From an optimization exercise on the open Yosys and OpenROAD flow, aimed at small area and a short achievable clock period; shortcuts taken in it are not production practice.
RTL that was checked went through simulation tests only; none was proved equivalent to the original.

job 2424:
## rms
module rms(input clk, input rst, input pushin, input [1:0] cmdin, input signed [31:0] Xin,
           input pullout, output stopout, output [31:0] Xout);
  reg p0;
  reg [1:0] c0;
  reg [31:0] x0;
  always @(posedge clk or posedge rst)
    if (rst) p0 <= 1'b0; else p0 <= pushin;
  always @(posedge clk) begin
    c0 <= cmdin;
    x0 <= Xin;
  end
  reg [71:0] S;
  reg [9:0] N;
  reg clr;
  reg v1;
  wire [31:0] xg = x0 & {32{p0}};
  wire sub = p0 & ~c0[1] & c0[0];
  wire [71:0] Se = S & {72{~clr}};
  wire [9:0] Ne = N & {10{~clr}};
  wire [71:0] T;
  wire w1;
  wire w2;
  wire w3;
  wire w4;
  wire w5;
  wire w6;
  wire w7;
  wire w8;
  wire w9;
  wire w10;
  wire w11;
  wire w12;
  wire w13;
  wire w14;
  wire w15;
  wire w16;
  wire w17;
  wire w18;
  wire w19;
  wire w20;
  wire w21;
  wire w22;
  wire w23;
  wire w24;
  wire w25;
  wire w26;
  wire w27;
  wire w28;
  wire w29;
  wire w30;
  wire w31;
  wire w32;
  wire w33;
  wire w34;
  wire w35;
  wire w36;
  wire w37;
  wire w38;
  wire w39;
  wire w40;
  wire w41;
  wire w42;
  wire w43;
  wire w44;
  wire w45;
  wire w46;
  wire w47;
  wire w48;
  wire w49;
  wire w50;
  wire w51;
  wire w52;
  wire w53;
  wire w54;
  wire w55;
  wire w56;
  wire w57;
  wire w58;
  wire w59;
  wire w60;
  wire w61;
  wire w62;
  wire w63;
  wire w64;
  wire w65;
  wire w66;
  wire w67;
  wire w68;
  wire w69;
  wire w70;
  wire w71;
  wire w72;
  wire w73;
  wire w74;
  wire w75;
  wire w76;
  wire w77;
  wire w78;
  wire w79;
  wire w80;
  wire w81;
  wire w82;
  wire w83;
  wire w84;
  wire w85;
  wire w86;
  wire w87;
  wire w88;
  wire w89;
  wire w90;
  wire w91;
  wire w92;
  wire w93;
  wire w94;
  wire w95;
  wire w96;
  wire w97;
  wire w98;
  wire w99;
  wire w100;
  wire w101;
  wire w102;
  wire w103;
  wire w104;
  wire w105;
  wire w106;
  wire w107;
  wire w108;
  wire w109;
  wire w110;
  wire w111;
  wire w112;
  wire w113;
  wire w114;
  wire w115;
  wire w116;
  wire w117;
  wire w118;
  wire w119;
  wire w120;
  wire w121;
  wire w122;
  wire w123;
  wire w124;
  wire w125;
  wire w126;
  wire w127;
  wire w128;
  wire w129;
  wire w130;
  wire w131;
  wire w132;
  wire w133;
  wire w134;
  wire w135;
  wire w136;
  wire w137;
  wire w138;
  wire w139;
  wire w140;
  wire w141;
  wire w142;
  wire w143;
  wire w144;
  ...
Size: ~1,800 flip-flops, ~71 I/O pins.
clock: 220.0 ns
lec_check: 0
abc_area: 1
cap_margin: 20
core_margin: 2
core_utilization: 40
slew_margin: 20
standard.sh (not shown) runs the stock make flow with config.mk's settings and CLKGATE_MAP_FILE= SYNTH_SCRIPT=/design/flow/synth_recipe.tcl, a recipe that flattens the netlist after the stock synthesis.
==> flow/flow/run.sh <==
#!/bin/bash
# Layout flow: the standard flow, except that the final ABC technology
# mapping in synthesis uses an area-oriented script (flow/abc_area_map.script).
# Everything else (synthesis passes, flattening, renaming, floorplan through
# finish) is the standard.sh unchanged.
set -euo pipefail
HERE=$(pwd)
SCRIPT=$HERE/flow/abc_area_map.script
{
  echo "# synth_recipe.tcl, with the final abc call using $SCRIPT"
  echo "proc abc {args} {"
  echo "  set i [lsearch -exact \$args -script]"
  echo "  if {\$i >= 0} { lset args [expr {\$i + 1}] $SCRIPT }"
  echo "  yosys abc {*}\$args"
  echo "}"
  cat synth_recipe.tcl
} > my_synth.tcl
sed "s#SYNTH_SCRIPT=[^ ]*#SYNTH_SCRIPT=$HERE/my_synth.tcl#" standard.sh > my_standard.sh
grep -q "SYNTH_SCRIPT=$HERE/my_synth.tcl" my_standard.sh
bash my_standard.sh synth > synth.log 2>&1
bash my_standard.sh finish > layout.log 2>&1
test -f out/final.def
==> flow/flow/abc_area_map.script <==
strash
dch
amap
topo
stime -c
[inputs] job 485 vs job 2424
Settings: CTS_CLUSTER_SIZE now 18, previously not set; CTS_CLUSTER_DIAMETER now 50, previously not set; CTS_BUF_LIST now sky130_fd_sc_hd__clkbuf_4 sky130_fd_sc_hd__clkbuf_8, previously not set.
==> flow/flow/run.sh <==
#!/bin/bash
# Layout flow: the standard flow with two changes to synthesis only:
#  - Yosys synth runs with -noabc (no generic ABC pass before full-adder
#    extraction), so the adders written in the RTL are extracted as written;
#  - the final ABC technology mapping uses an area-oriented script
#    (flow/abc_area_map.script).
# Synthesis otherwise is synth_recipe.tcl (-nofsm -noshare, flatten, rename);
# floorplan through finish is the standard.sh unchanged.
set -euo pipefail
HERE=$(pwd)
SCRIPT=$HERE/flow/abc_area_map.script
{
  echo "# synth_recipe.tcl with synth -noabc and the final abc call using $SCRIPT"
  echo "proc abc {args} {"
  echo "  set i [lsearch -exact \$args -script]"
  echo "  if {\$i >= 0} { lset args [expr {\$i + 1}] $SCRIPT }"
  echo "  yosys abc {*}\$args"
  echo "}"
  echo 'proc synth {args} { yosys synth -nofsm -noshare -noabc {*}$args }'
  tail -n +2 synth_recipe.tcl
} > my_synth.tcl
grep -q '^source .*synth.tcl' my_synth.tcl
sed "s#SYNTH_SCRIPT=[^ ]*#SYNTH_SCRIPT=$HERE/my_synth.tcl#" standard.sh > my_standard.sh
grep -q "SYNTH_SCRIPT=$HERE/my_synth.tcl" my_standard.sh
bash my_standard.sh synth > synth.log 2>&1
bash my_standard.sh finish > layout.log 2>&1
test -f out/final.def
==> flow/flow/abc_area_map.script <==
strash
dc2
dch
amap
topo
stime -c
Results
- Net total in the final layout, job 485 and job 2424, higher one = job 2424.
- Summary of job 485 over job 2424: share of post-route cells with drive strength above 1 climbed 2.2 points, cell area after layout dropped about 3%, final critical-path setup slack dropped 0.16 ns.
- Job 2424 has a higher number of vias after detailed routing than job 485.
#### Input delta (job 5070 over job 485)
Settings: swapping 50 for 60 in CTS_CLUSTER_DIAMETER; swapping 18 for 20 in CTS_CLUSTER_SIZE.
==> flow/run.sh (new file) <==
#!/bin/bash
# synth_recipe.tcl (not shown) runs the flow's synth.tcl, then flattens the netlist and writes it again
# the make line also repeats each setting of config.mk as NAME=value (left out here)
make -C /OpenROAD-flow-scripts/flow DESIGN_CONFIG=/design/flow/config.mk WORK_HOME=/design/flow/orfs CLKGATE_MAP_FILE= SYNTH_SCRIPT=/design/flow/synth_recipe.tcl finish
removed: flow/flow/run.sh
removed: flow/flow/abc_area_map.script
removed: flow/standard.sh
Notes after the runs:
The clock period minus final worst setup slack in job 5070 was lower than what job 485 gave.
Worst path setup slack after routing: job 485 and job 5070 compared, higher one is job 5070
After detailed routing, job 485 needs less wire than job 5070.
No run of this note included a check of the RTL's function; only the layout flow was run.

* * *

## rev 12
rms, a different RTL version from the one above (not shown whole).
Size in the first run: about 6700 cells after synthesis, roughly 1600 flip-flops, about 71 I/O pins, ~100000 um2 of cells after synthesis.
clock: 220.0 ns
lec_check: 0
abc_area: 1
cap_margin: 30
core_margin: 2
core_utilization: 70
cts_buf_list: sky130_fd_sc_hd__clkbuf_4 sky130_fd_sc_hd__clkbuf_8
cts_cluster_diameter: 50
cts_cluster_size: 18
place_density: 0.8
slew_margin: 20
==> flow/flow/run.sh <==
#!/bin/bash
# Layout flow: the standard flow with three changes to synthesis:
#  - Yosys synth runs with -noabc (no generic ABC pass before full-adder
#    extraction), so the adders written in the RTL are extracted as written;
#  - only full adders are extracted (extract_fa -fa), no half adders;
#  - the final ABC technology mapping uses an area-oriented script
#    (flow/abc_area_map.script).
# Placement buffers the ports with buf_2 cells (BUFFER_PORTS_ARGS).
# Timing-driven global placement keeps none of its trial buffering
# (GPL_KEEP_OVERFLOW=0); repair_design afterwards buffers what is needed.
# CTS runs without dummy loads (CTS_ARGS; same clustering as config.mk).
# Synthesis otherwise is synth_recipe.tcl (-nofsm -noshare, flatten, rename);
# floorplan through finish is the standard.sh unchanged.
set -euo pipefail
HERE=$(pwd)
SCRIPT=$HERE/flow/abc_area_map.script
{
  echo "# synth_recipe.tcl with synth -noabc and the final abc call using $SCRIPT"
  echo "proc abc {args} {"
  echo "  set i [lsearch -exact \$args -script]"
  echo "  if {\$i >= 0} { lset args [expr {\$i + 1}] $SCRIPT }"
  echo "  yosys abc {*}\$args"
  echo "}"
  echo 'proc synth {args} { yosys synth -nofsm -noshare -noabc {*}$args }'
  echo 'proc extract_fa {args} { yosys extract_fa -fa }'
  tail -n +2 synth_recipe.tcl
} > my_synth.tcl
grep -q '^source .*synth.tcl' my_synth.tcl
sed "s#SYNTH_SCRIPT=[^ ]*#SYNTH_SCRIPT=$HERE/my_synth.tcl#" standard.sh > my_standard.sh
grep -q "SYNTH_SCRIPT=$HERE/my_synth.tcl" my_standard.sh
bash my_standard.sh synth > synth.log 2>&1
export BUFFER_PORTS_ARGS="-buffer_cell sky130_fd_sc_hd__buf_2"
export GPL_KEEP_OVERFLOW=0
export CTS_ARGS="-sink_clustering_enable -repair_clock_nets -sink_clustering_size 18 -sink_clustering_max_diameter 50 -buf_list {sky130_fd_sc_hd__clkbuf_4 sky130_fd_sc_hd__clkbuf_8} -dont_use_dummy_load"
bash my_standard.sh finish > layout.log 2>&1
test -f out/final.def
==> flow/flow/abc_area_map.script <==
strash
dc2
dch
amap
topo
stime -c
Rev 12: no failed stages, no open violations at the end
Relative to rev 12, the following input files were edited for rev 13:
-- flow/flow/run.sh --
<<< rev 12, line 9
# Timing-driven global placement keeps none of its trial buffering
# (GPL_KEEP_OVERFLOW=0); repair_design afterwards buffers what is needed.
>>> rev 13, line 9
<<< rev 12, line 33
export GPL_KEEP_OVERFLOW=0
>>> rev 13, line 31
--- outcome ---
Looking at first element of the critical path, the u_fifo.Xout[1] result is from rev 13; the p3_w1729 one comes from rev 12.
Rev 13 vs rev 12: transition time at the pin with the least slew margin down
On setup slack, rev 13 does better than rev 12.
In the reports for rev 13 and rev 12, the larger layout overhead on the synthesized area belongs to rev 12.
Estimated wirelength of the detail-placed design: rev 13 better than rev 12
Compare rev 13 and rev 12 | count of fill cells added during filler insertion higher: rev 13
Going from rev 12 to rev 13, routed wire length shrank slightly.
Between rev 12 and rev 13, the flow reports final instance area decreasing slightly.
The fraction of standard cell area that is sequential in rev 13 was higher than what rev 12 gave.
When the final numbers for rev 13 and rev 12 were put side by side, the weighted congestion reported at the end of routability-driven placement turned out to be greater in rev 13.
Comparing the two runs side by side, rev 13 comes out ahead of rev 12 on maximum frequency from static timing analysis.

* * *

rms, a different RTL version from the one above (not shown whole).
Size: ~7300 cells after synthesis, about 1800 flip-flops, ~71 I/O pins, ~100000 µm² of cells after synthesis.
## rms
module rms(input clk, input rst, input pushin, input [1:0] cmdin, input signed [31:0] Xin,
           input pullout, output stopout, output [31:0] Xout);
export LEC_CHECK = 0
export ABC_AREA = 1
export CAP_MARGIN = 30
export CORE_MARGIN = 2
export CORE_UTILIZATION = 60
export CTS_BUF_LIST = sky130_fd_sc_hd__clkbuf_4 sky130_fd_sc_hd__clkbuf_8
export CTS_CLUSTER_DIAMETER = 50
export CTS_CLUSTER_SIZE = 18
export PLACE_DENSITY = 0.72
export SLEW_MARGIN = 20
create_clock -name core_clock -period 220.0 [get_ports {clk}]
==> flow/flow/run.sh <==
#!/bin/bash
# Layout flow: the standard flow with two changes to synthesis only:
#  - Yosys synth runs with -noabc (no generic ABC pass before full-adder
#    extraction), so the adders written in the RTL are extracted as written;
#  - the final ABC technology mapping uses an area-oriented script
#    (flow/abc_area_map.script).
# Placement buffers the ports with buf_2 cells (BUFFER_PORTS_ARGS).
# Synthesis otherwise is synth_recipe.tcl (-nofsm -noshare, flatten, rename);
# floorplan through finish is the standard.sh unchanged.
set -euo pipefail
HERE=$(pwd)
SCRIPT=$HERE/flow/abc_area_map.script
{
  echo "# synth_recipe.tcl with synth -noabc and the final abc call using $SCRIPT"
  echo "proc abc {args} {"
  echo "  set i [lsearch -exact \$args -script]"
  echo "  if {\$i >= 0} { lset args [expr {\$i + 1}] $SCRIPT }"
  echo "  yosys abc {*}\$args"
  echo "}"
  echo 'proc synth {args} { yosys synth -nofsm -noshare -noabc {*}$args }'
  tail -n +2 synth_recipe.tcl
} > my_synth.tcl
grep -q '^source .*synth.tcl' my_synth.tcl
sed "s#SYNTH_SCRIPT=[^ ]*#SYNTH_SCRIPT=$HERE/my_synth.tcl#" standard.sh > my_standard.sh
grep -q "SYNTH_SCRIPT=$HERE/my_synth.tcl" my_standard.sh
bash my_standard.sh synth > synth.log 2>&1
export BUFFER_PORTS_ARGS="-buffer_cell sky130_fd_sc_hd__buf_2"
bash my_standard.sh finish > layout.log 2>&1
test -f out/final.def
Scripts as last shown in full above: flow/flow/abc_area_map.script
The baseline passed the timing, design-rule and antenna checks.
Change:
--- a/flow/flow/run.sh
+++ b/flow/flow/run.sh
@@ -6,4 +6,5 @@
 #    (flow/abc_area_map.script).
 # Placement buffers the ports with buf_2 cells (BUFFER_PORTS_ARGS).
+# CTS runs without dummy loads (CTS_ARGS; same clustering as config.mk).
 # Synthesis otherwise is synth_recipe.tcl (-nofsm -noshare, flatten, rename);
 # floorplan through finish is the standard.sh unchanged.
@@ -26,4 +27,5 @@
 bash my_standard.sh synth > synth.log 2>&1
 export BUFFER_PORTS_ARGS="-buffer_cell sky130_fd_sc_hd__buf_2"
+export CTS_ARGS="-sink_clustering_enable -repair_clock_nets -sink_clustering_size 18 -sink_clustering_max_diameter 50 -buf_list {sky130_fd_sc_hd__clkbuf_4 sky130_fd_sc_hd__clkbuf_8} -dont_use_dummy_load"
 bash my_standard.sh finish > layout.log 2>&1
 test -f out/final.def
Effect:
- clock-buffer cell count shrinks by 15
- area after synthesis is unchanged
- final area shrinks by about 1.3%
- wire length decreases by about 0.4%
- global-route usage drops by 0.12 points
Change:
--- a/flow/flow/run.sh
+++ b/flow/flow/run.sh
@@ -6,5 +6,4 @@
 #    (flow/abc_area_map.script).
 # Placement buffers the ports with buf_2 cells (BUFFER_PORTS_ARGS).
-# CTS runs without dummy loads (CTS_ARGS; same clustering as config.mk).
 # Synthesis otherwise is synth_recipe.tcl (-nofsm -noshare, flatten, rename);
 # floorplan through finish is the standard.sh unchanged.
@@ -27,5 +26,4 @@
 bash my_standard.sh synth > synth.log 2>&1
 export BUFFER_PORTS_ARGS="-buffer_cell sky130_fd_sc_hd__buf_2"
-export CTS_ARGS="-sink_clustering_enable -repair_clock_nets -sink_clustering_size 18 -sink_clustering_max_diameter 50 -buf_list {sky130_fd_sc_hd__clkbuf_4 sky130_fd_sc_hd__clkbuf_8} -dont_use_dummy_load"
 bash my_standard.sh finish > layout.log 2>&1
 test -f out/final.def
CORE_UTILIZATION = 40   (was 60)
PLACE_DENSITY = not set   (was 0.72)
After rerunning: The changed run completed with no timing, DRC or antenna violations; fmax hardly moves; global-route usage shrinks by 8.2 points; cell area rose by about 3%; worst setup slack got worse by 57 ps; clock skew drops by 75 ps; die area rises by about 50%; clock-buffer cell count rises by 33.

* * *

rms, a different RTL version from the one above (not shown whole).
Size: ~7,300 cells after synthesis, roughly 1,800 flip-flops, about 71 I/O pins, roughly 100,000 um^2 of cells after synthesis.
==> flow/config.mk <==
export PLATFORM = sky130hd
export DESIGN_NAME = rms
export DESIGN_NICKNAME = rms
export VERILOG_FILES = /design/flow/design.v
export SDC_FILE = /design/flow/constraint.sdc
export NUM_CORES = 4
export LEC_CHECK = 0
export ABC_AREA = 1
export CAP_MARGIN = 30
export CORE_MARGIN = 2
export CORE_UTILIZATION = 60
export CTS_BUF_LIST = sky130_fd_sc_hd__clkbuf_4 sky130_fd_sc_hd__clkbuf_8
export CTS_CLUSTER_DIAMETER = 50
export CTS_CLUSTER_SIZE = 18
export PLACE_DENSITY = 0.72
export SLEW_MARGIN = 20
==> flow/constraint.sdc <==
create_clock -name core_clock -period 220.0 [get_ports {clk}]
set_input_delay 44.0000 -clock core_clock [delete_from_list [all_inputs] [get_ports {clk}]]
set_output_delay 44.0000 -clock core_clock [all_outputs]
set_load 0.01 [all_outputs]
==> flow/flow/run.sh <==
#!/bin/bash
# Layout flow: the standard flow with three changes to synthesis:
#  - Yosys synth runs with -noabc (no generic ABC pass before full-adder
#    extraction), so the adders written in the RTL are extracted as written;
#  - only full adders are extracted (extract_fa -fa), no half adders;
#  - the final ABC technology mapping uses an area-oriented script
#    (flow/abc_area_map.script).
# Placement buffers the ports with buf_2 cells (BUFFER_PORTS_ARGS).
# CTS runs without dummy loads (CTS_ARGS; same clustering as config.mk).
# Synthesis otherwise is synth_recipe.tcl (-nofsm -noshare, flatten, rename);
# floorplan through finish is the standard.sh unchanged.
set -euo pipefail
HERE=$(pwd)
SCRIPT=$HERE/flow/abc_area_map.script
{
  echo "# synth_recipe.tcl with synth -noabc and the final abc call using $SCRIPT"
  echo "proc abc {args} {"
  echo "  set i [lsearch -exact \$args -script]"
  echo "  if {\$i >= 0} { lset args [expr {\$i + 1}] $SCRIPT }"
  echo "  yosys abc {*}\$args"
  echo "}"
  echo 'proc synth {args} { yosys synth -nofsm -noshare -noabc {*}$args }'
  echo 'proc extract_fa {args} { yosys extract_fa -fa }'
  tail -n +2 synth_recipe.tcl
} > my_synth.tcl
grep -q '^source .*synth.tcl' my_synth.tcl
sed "s#SYNTH_SCRIPT=[^ ]*#SYNTH_SCRIPT=$HERE/my_synth.tcl#" standard.sh > my_standard.sh
grep -q "SYNTH_SCRIPT=$HERE/my_synth.tcl" my_standard.sh
bash my_standard.sh synth > synth.log 2>&1
export BUFFER_PORTS_ARGS="-buffer_cell sky130_fd_sc_hd__buf_2"
export CTS_ARGS="-sink_clustering_enable -repair_clock_nets -sink_clustering_size 18 -sink_clustering_max_diameter 50 -buf_list {sky130_fd_sc_hd__clkbuf_4 sky130_fd_sc_hd__clkbuf_8} -dont_use_dummy_load"
bash my_standard.sh finish > layout.log 2>&1
test -f out/final.def
Scripts as last shown in full above: flow/flow/abc_area_map.script
Rerun with:
--- a/flow/config.mk
+++ b/flow/config.mk
@@ -11 +11 @@
-export CORE_UTILIZATION = 60
+export CORE_UTILIZATION = 70
@@ -15 +15 @@
-export PLACE_DENSITY = 0.72
+export PLACE_DENSITY = 0.8
Outcome:
- The new run completed with no timing, DRC or antenna violations
- final area is lower by about 0.4%
- area after synthesis stays the same
- count of clock-buffer cells in the layout is lower by 4
- die area is lower by about 14%
- flip-flop and latch count stays the same
- hold slack got worse by 0.033 ns
- sequential share of layout area is higher by 0.18 points
Rerun with:
--- a/flow/flow/run.sh
+++ b/flow/flow/run.sh
@@ -31 +31 @@
-export CTS_ARGS="-sink_clustering_enable -repair_clock_nets -sink_clustering_size 18 -sink_clustering_max_diameter 50 -buf_list {sky130_fd_sc_hd__clkbuf_4 sky130_fd_sc_hd__clkbuf_8} -dont_use_dummy_load"
+export CTS_ARGS="-sink_clustering_enable -repair_clock_nets -sink_clustering_size 20 -sink_clustering_max_diameter 45 -buf_list {sky130_fd_sc_hd__clkbuf_4 sky130_fd_sc_hd__clkbuf_8} -dont_use_dummy_load"
--- a/flow/config.mk
+++ b/flow/config.mk
@@ -13,2 +13,2 @@
-export CTS_CLUSTER_DIAMETER = 50
-export CTS_CLUSTER_SIZE = 18
+export CTS_CLUSTER_DIAMETER = 45
+export CTS_CLUSTER_SIZE = 20
The changed run completed without violations.
Clock-buffer cell count went up by 10.
Final area barely changes.
Utilization hardly moves.
Worst hold slack stays flat.
Via count went up by 0.32%.
Sequential cell count does not change.
Synthesized area stays the same.
Sequential share of layout area hardly moves.
Worst setup slack got worse by 0.038 ns.
Rerun with:
--- a/flow/flow/run.sh
+++ b/flow/flow/run.sh
@@ -31 +31 @@
-export CTS_ARGS="-sink_clustering_enable -repair_clock_nets -sink_clustering_size 20 -sink_clustering_max_diameter 45 -buf_list {sky130_fd_sc_hd__clkbuf_4 sky130_fd_sc_hd__clkbuf_8} -dont_use_dummy_load"
+export CTS_ARGS="-sink_clustering_enable -repair_clock_nets -sink_clustering_size 18 -sink_clustering_max_diameter 50 -buf_list {sky130_fd_sc_hd__clkbuf_4 sky130_fd_sc_hd__clkbuf_8} -dont_use_dummy_load"
--- a/flow/config.mk
+++ b/flow/config.mk
@@ -9 +9 @@
-export CAP_MARGIN = 30
+export CAP_MARGIN = 20
@@ -13,2 +13,2 @@
-export CTS_CLUSTER_DIAMETER = 45
-export CTS_CLUSTER_SIZE = 20
+export CTS_CLUSTER_DIAMETER = 50
+export CTS_CLUSTER_SIZE = 18
@@ -16 +16 @@
-export SLEW_MARGIN = 20
+export SLEW_MARGIN = 10
Result: The new run completed with no timing, DRC or antenna violations. Worst setup slack gains 0.038 ns. Sequential share of layout area hardly moves. Flip-flop and latch count is unchanged. Hold slack gains 0.0064 ns. Non-clock buffer count goes down by 6. Fmax hardly moves.

[static timing again, ports no longer ideal]
The results above use ideal ports. As a check the final layouts listed here were re-extracted and re-timed, cells and wires unchanged. Step 1 sets driving cells, clkbuf_16 on the clock port and buf_2 on the other inputs (assumed; they add their load-dependent delay and slew). Step 2 moves the port delays by t, midway between the first and last clock arrival at a register: inputs arrive t later, outputs are due t later. That takes back most of the time a late clock gives input paths. Three values: ideal, step 1, step 2; two values: the first two.
| run | shift t [ns] | setup slack, ns | worst hold slack (ns) | cell pins on the clock port's net |
|---|---|---|---|---|
| job 2424 | 0.947 | 174.066 / 173.971 / 174.327 | 0.274 / 0.274 / 0.274 | 1 |
| job 485 | 1.058 | 173.908 / 173.824 / 173.557 | 0.324 / 0.324 / 0.324 | 1 |
| job 5070 | 1.026 | 173.969 / 173.879 / 174.537 | 0.266 / 0.266 / 0.266 | 1 |
| rev 12 | 0.930 | 172.550 / 172.550 / 172.550 | 0.349 / 0.349 / 0.349 | 1 |
| rev 13 | 0.949 | 174.483 / 174.409 / 174.344 | 0.359 / 0.359 / 0.359 | 1 |
| the first run of note 3 | 1.048 | 174.443 / 174.361 / 174.798 | 0.319 / 0.319 / 0.319 | 1 |
| the second run of note 3 | 0.988 | 174.461 / 174.376 / 174.818 | 0.260 / 0.260 / 0.260 | 1 |
| the third run of note 3 | 1.047 | 174.404 / 174.319 / 174.546 | 0.313 / 0.313 / 0.313 | 1 |
| the first run of note 4 | 1.016 | 174.436 / 174.358 / 174.662 | 0.296 / 0.296 / 0.296 | 1 |
| the second run of note 4 | 0.996 | 174.481 / 174.399 / 174.612 | 0.263 / 0.263 / 0.263 | 1 |
| the third run of note 4 | 0.986 | 174.443 / 174.362 / 174.642 | 0.266 / 0.266 / 0.266 | 1 |
| the fourth run of note 4 | 0.958 | 174.481 / 174.402 / 174.638 | 0.272 / 0.272 / 0.272 | 1 |
After both steps every run listed still meets setup and hold. For job 485, which loses most, drivers alone change the setup slack by -0.084 ns; drivers and shift together by -0.351 ns.
